This is an optimization exercise on Yosys and OpenROAD, whose aim is small area and a short achievable clock period, not a production implementation. The RTL was checked by simulation tests, not by an equivalence proof against the original design.

## run A
## MrSimSimulation
module MrSimSimulation(input clk, input reset,
    input [63:0] io_enq_dat,
    input  io_enq_val,
    output io_enq_rdy,
    output[63:0] io_deq_dat,
    output io_deq_val,
    input  io_deq_rdy
);
Size in the first run: ~130 I/O pins, about 16,000 um2 of cells after synthesis.
clock: 17.0 ns
lec_check: 0
cap_margin: 20
core_margin: 2
core_utilization: 40
place_density: 0.6
slew_margin: 20
synth_hierarchical: 1
synth_minimum_keep_size: 0
standard.sh (not shown) runs the stock make flow with config.mk's settings and CLKGATE_MAP_FILE= SYNTH_SCRIPT=/design/flow/synth_recipe.tcl, a recipe that flattens the netlist after the stock synthesis.
==> flow/flow/run.sh <==
#!/bin/bash
# Standard synthesis, then the standard layout with the resizer aiming for a setup slack margin,
# small port buffers and a smaller clock tree.
set -euo pipefail
bash standard.sh synth > synth.log 2>&1
bash standard.sh SETUP_SLACK_MARGIN=12.2 BUFFER_PORTS_ARGS='-buffer_cell sky130_fd_sc_hd__buf_1' 'CTS_ARGS=-sink_clustering_enable -repair_clock_nets -dont_use_dummy_load -buf_list sky130_fd_sc_hd__clkbuf_8 -sink_clustering_size 40' finish > layout.log 2>&1
Run A: flow completed, timing, DRC and antenna clean
For run B, these inputs were changed with respect to run A:
- swapping 40 for 55 in CORE_UTILIZATION
- swapping 0.6 for 0.7 in PLACE_DENSITY
==> flow/flow/run.sh <==
#!/bin/bash
# Standard synthesis, then the standard layout with the resizer aiming for a setup slack margin,
# small port buffers and a smaller clock tree.
set -euo pipefail
bash standard.sh synth > synth.log 2>&1
bash standard.sh SETUP_SLACK_MARGIN=12.5 BUFFER_PORTS_ARGS='-buffer_cell sky130_fd_sc_hd__buf_1' 'CTS_ARGS=-sink_clustering_enable -repair_clock_nets -dont_use_dummy_load -buf_list sky130_fd_sc_hd__clkbuf_8 -sink_clustering_size 40' finish > layout.log 2>&1
Results
- Run B ended with every stage complete and zero timing, DRC or antenna violations.
- Changes observed in run B relative to run A: routed length per instance grew by 1.0 um, fmax grew by 10 MHz, number of cells on the worst reg-to-reg path shrank by 1, total number of vias grew by 3.9%.
- Routed wire in run B totals less than in run A.
- Run B has more setup slack than run A.
- Looking at final critical path time including I/O delays and setup across both flows, run B is the stronger of the two, with run A trailing.
Inputs modified between run B and run C:
- CORE_UTILIZATION changed from 55 to 40
- PLACE_DENSITY changed from 0.7 to 0.6
==> flow/flow/run.sh <==
#!/bin/bash
# Standard synthesis, then the standard layout with the resizer aiming for a setup slack margin,
# small port buffers and a smaller clock tree.
set -euo pipefail
bash standard.sh synth > synth.log 2>&1
bash standard.sh SETUP_SLACK_MARGIN=12.5 BUFFER_PORTS_ARGS='-buffer_cell sky130_fd_sc_hd__buf_1' 'CTS_ARGS=-sink_clustering_enable -repair_clock_nets -dont_use_dummy_load -buf_list sky130_fd_sc_hd__clkbuf_16 -sink_clustering_size 30 -sink_clustering_max_diameter 100' finish > layout.log 2>&1
==> notes.md <==
NOTE fmax run B->run C decreased slightly
Setup slack: run C less than run B
> inputs changed (run C -> run D)
- CORE_UTILIZATION now 50, was 40
- PLACE_DENSITY now 0.65, was 0.6
==> flow/flow/run.sh <==
#!/bin/bash
# Standard synthesis, then the standard layout with the resizer aiming for a setup slack margin,
# small port buffers and a smaller clock tree.
set -euo pipefail
bash standard.sh synth > synth.log 2>&1
bash standard.sh SETUP_SLACK_MARGIN=12.4 BUFFER_PORTS_ARGS='-buffer_cell sky130_fd_sc_hd__buf_1' 'CTS_ARGS=-sink_clustering_enable -repair_clock_nets -dont_use_dummy_load -buf_list sky130_fd_sc_hd__clkbuf_16 -sink_clustering_size 30 -sink_clustering_max_diameter 100' finish > layout.log 2>&1
--- outcome ---
- Run D vs. run C: number of inserted diodes picked up an extra 1, endpoint required time on the critical path grew by 40 ps.
- Final wirelength: run D lower than run C
- From run C to run D the numbers moved as follows: flip-flop and latch count stayed essentially flat.

* * *

Another version of the RTL of MrSimSimulation (not shown whole).
For scale: about 230 flip-flops, roughly 130 I/O pins, about 17000 um2 of cells after synthesis.
==> flow/config.mk <==
export PLATFORM = sky130hd
export DESIGN_NAME = MrSimSimulation
export DESIGN_NICKNAME = MrSimSimulation
export VERILOG_FILES = /design/flow/design.v
export SDC_FILE = /design/flow/constraint.sdc
export NUM_CORES = 4
export LEC_CHECK = 0
export CAP_MARGIN = 20
export CORE_MARGIN = 2
export CORE_UTILIZATION = 40
export PLACE_DENSITY = 0.6
export SLEW_MARGIN = 20
export SYNTH_HIERARCHICAL = 1
export SYNTH_MINIMUM_KEEP_SIZE = 0
==> flow/constraint.sdc <==
create_clock -name core_clock -period 17.0 [get_ports {clk}]
set_input_delay 3.4000 -clock core_clock [delete_from_list [all_inputs] [get_ports {clk}]]
set_output_delay 3.4000 -clock core_clock [all_outputs]
set_load 0.01 [all_outputs]
==> flow/flow/run.sh <==
#!/bin/bash
# Standard synthesis, then the standard layout with the resizer aiming for a setup slack margin.
set -euo pipefail
bash standard.sh synth > synth.log 2>&1
bash standard.sh SETUP_SLACK_MARGIN=13 finish > layout.log 2>&1
The starting point ran to the end with no violations.
==> next run, changes <==
==> flow/flow/run.sh (replaced) <==
#!/bin/bash
# Standard synthesis, then the standard layout with the resizer aiming for a setup slack margin.
set -euo pipefail
bash standard.sh synth > synth.log 2>&1
bash standard.sh SETUP_SLACK_MARGIN=12.5 finish > layout.log 2>&1
Result: Maximum frequency goes down by 0.72%. Sequential share of layout area goes up by 2.7 points. Design area goes down by 11%. Count of clock-buffer cells in the layout goes down by 4.

* * *

MrSimSimulation with an RTL version that a note above also has.
For scale: ~1,300 cells after synthesis, about 220 flip-flops, about 130 I/O pins, roughly 16,000 um^2 of cells after synthesis.
export LEC_CHECK = 0
export CAP_MARGIN = 20
export CORE_MARGIN = 2
export CORE_UTILIZATION = 40
export PLACE_DENSITY = 0.6
export SLEW_MARGIN = 20
export SYNTH_HIERARCHICAL = 1
export SYNTH_MINIMUM_KEEP_SIZE = 0
create_clock -name core_clock -period 17.0 [get_ports {clk}]
==> flow/flow/run.sh <==
#!/bin/bash
# Standard synthesis, then the standard layout with the resizer aiming for a setup slack margin,
# small port buffers and a smaller clock tree.
set -euo pipefail
bash standard.sh synth > synth.log 2>&1
bash standard.sh SETUP_SLACK_MARGIN=12.5 BUFFER_PORTS_ARGS='-buffer_cell sky130_fd_sc_hd__buf_1' 'CTS_ARGS=-sink_clustering_enable -repair_clock_nets -dont_use_dummy_load -buf_list sky130_fd_sc_hd__clkbuf_8 -sink_clustering_size 25' finish > layout.log 2>&1
The first run completed with no timing, DRC or antenna violations.
Edit:
==> flow/flow/run.sh (replaced) <==
#!/bin/bash
# Standard synthesis, then the standard layout with the resizer aiming for a setup slack margin,
# small port buffers and a smaller clock tree.
set -euo pipefail
bash standard.sh synth > synth.log 2>&1
bash standard.sh SETUP_SLACK_MARGIN=12.3 BUFFER_PORTS_ARGS='-buffer_cell sky130_fd_sc_hd__buf_1' 'CTS_ARGS=-sink_clustering_enable -repair_clock_nets -dont_use_dummy_load -buf_list sky130_fd_sc_hd__clkbuf_16 -sink_clustering_size 30 -sink_clustering_max_diameter 100' finish > layout.log 2>&1
Global-route usage decreases by 0.64 points. Routed wire length decreases by a few percent.
Edit:
==> flow/flow/run.sh (replaced) <==
#!/bin/bash
# Standard synthesis, then the standard layout with the resizer aiming for a setup slack margin,
# small port buffers and a smaller clock tree.
set -euo pipefail
bash standard.sh synth > synth.log 2>&1
bash standard.sh SETUP_SLACK_MARGIN=12.5 BUFFER_PORTS_ARGS='-buffer_cell sky130_fd_sc_hd__buf_1' 'CTS_ARGS=-sink_clustering_enable -repair_clock_nets -dont_use_dummy_load -buf_list sky130_fd_sc_hd__clkbuf_8 -sink_clustering_size 40' finish > layout.log 2>&1
Effect: The changed run passed the timing, design-rule and antenna checks; die area stays the same; worst setup slack gets better by 0.088 ns; global-route usage went up by 0.64 points; worst hold slack is about the same.
Edit:
==> flow/flow/run.sh (replaced) <==
#!/bin/bash
# Standard synthesis, then the standard layout with the resizer aiming for a setup slack margin,
# small port buffers and a smaller clock tree.
set -euo pipefail
bash standard.sh synth > synth.log 2>&1
bash standard.sh SETUP_SLACK_MARGIN=12.4 BUFFER_PORTS_ARGS='-buffer_cell sky130_fd_sc_hd__buf_1' 'CTS_ARGS=-sink_clustering_enable -repair_clock_nets -dont_use_dummy_load -buf_list sky130_fd_sc_hd__clkbuf_16 -sink_clustering_size 20 -sink_clustering_max_diameter 60' finish > layout.log 2>&1
What happened: Clock-buffer cell count went down by 23; setup slack got worse by 0.017 ns; worst hold slack improved by 0.026 ns; die area stays the same; maximum frequency went down by 0.39%; final area went down by 2.0%; sequential share of layout area went up by 0.31 points.
Edit:
==> flow/flow/run.sh (replaced) <==
#!/bin/bash
# Standard synthesis, then the standard layout with the resizer aiming for a setup slack margin,
# small port buffers and a smaller clock tree.
set -euo pipefail
bash standard.sh synth > synth.log 2>&1
bash standard.sh SETUP_SLACK_MARGIN=12.35 BUFFER_PORTS_ARGS='-buffer_cell sky130_fd_sc_hd__buf_1' 'CTS_ARGS=-sink_clustering_enable -repair_clock_nets -dont_use_dummy_load -buf_list sky130_fd_sc_hd__clkbuf_8 -sink_clustering_size 40' finish > layout.log 2>&1
Critical path depth went up by 1.
Worst setup slack is worse by 0.080 ns.
Sequential share of layout area is higher by 0.11 points.
Utilization went down by 0.24 points.
Die area does not change.
Clock skew is higher by 0.015 ns.
Sequential cell count does not change.
Via count went up by 2.5%.
First-iteration DRC count went down by 2.1%.

separate check: timing with driven ports:
How much do the figures lean on ideal ports? The routed layouts below were timed once more, with nothing changed but the port constraints. Step 1 assumes that a clkbuf_16 drives the clock port and a buf_2 every other input. Step 2, shift: input delay + t, output delay - t, t = (earliest + latest rising clock arrival at the registers) / 2. This alone moves slack from input paths to output paths. Three values: ideal ports, drivers, drivers and shift; two values: the first two.
run	shift t [ns]	setup WS [ns]	worst slew at a driven data input, ns
run A	0.557	12.284 / 12.284 / 11.746	0.06
run B	0.550	12.496 / 12.496 / 11.970	0.07
run C	0.510	12.459 / 12.459 / 11.997	0.09
run D	0.508	12.388 / 12.388 / 11.947	0.13
the first run of note 2	0.599	12.540 / 12.488 / 12.034	0.09
the second run of note 2	0.582	12.507 / 12.460 / 11.954	0.04
the first run of note 3	0.584	12.490 / 12.469 / 11.920	0.06
the second run of note 3	0.504	12.402 / 12.403 / 11.919	0.05
the third run of note 3	0.584	12.490 / 12.469 / 11.920	0.06
the fourth run of note 3	0.516	12.472 / 12.478 / 11.983	0.05
the fifth run of note 3	0.559	12.393 / 12.416 / 11.857	0.05
After both steps setup and hold are still met in every run listed.
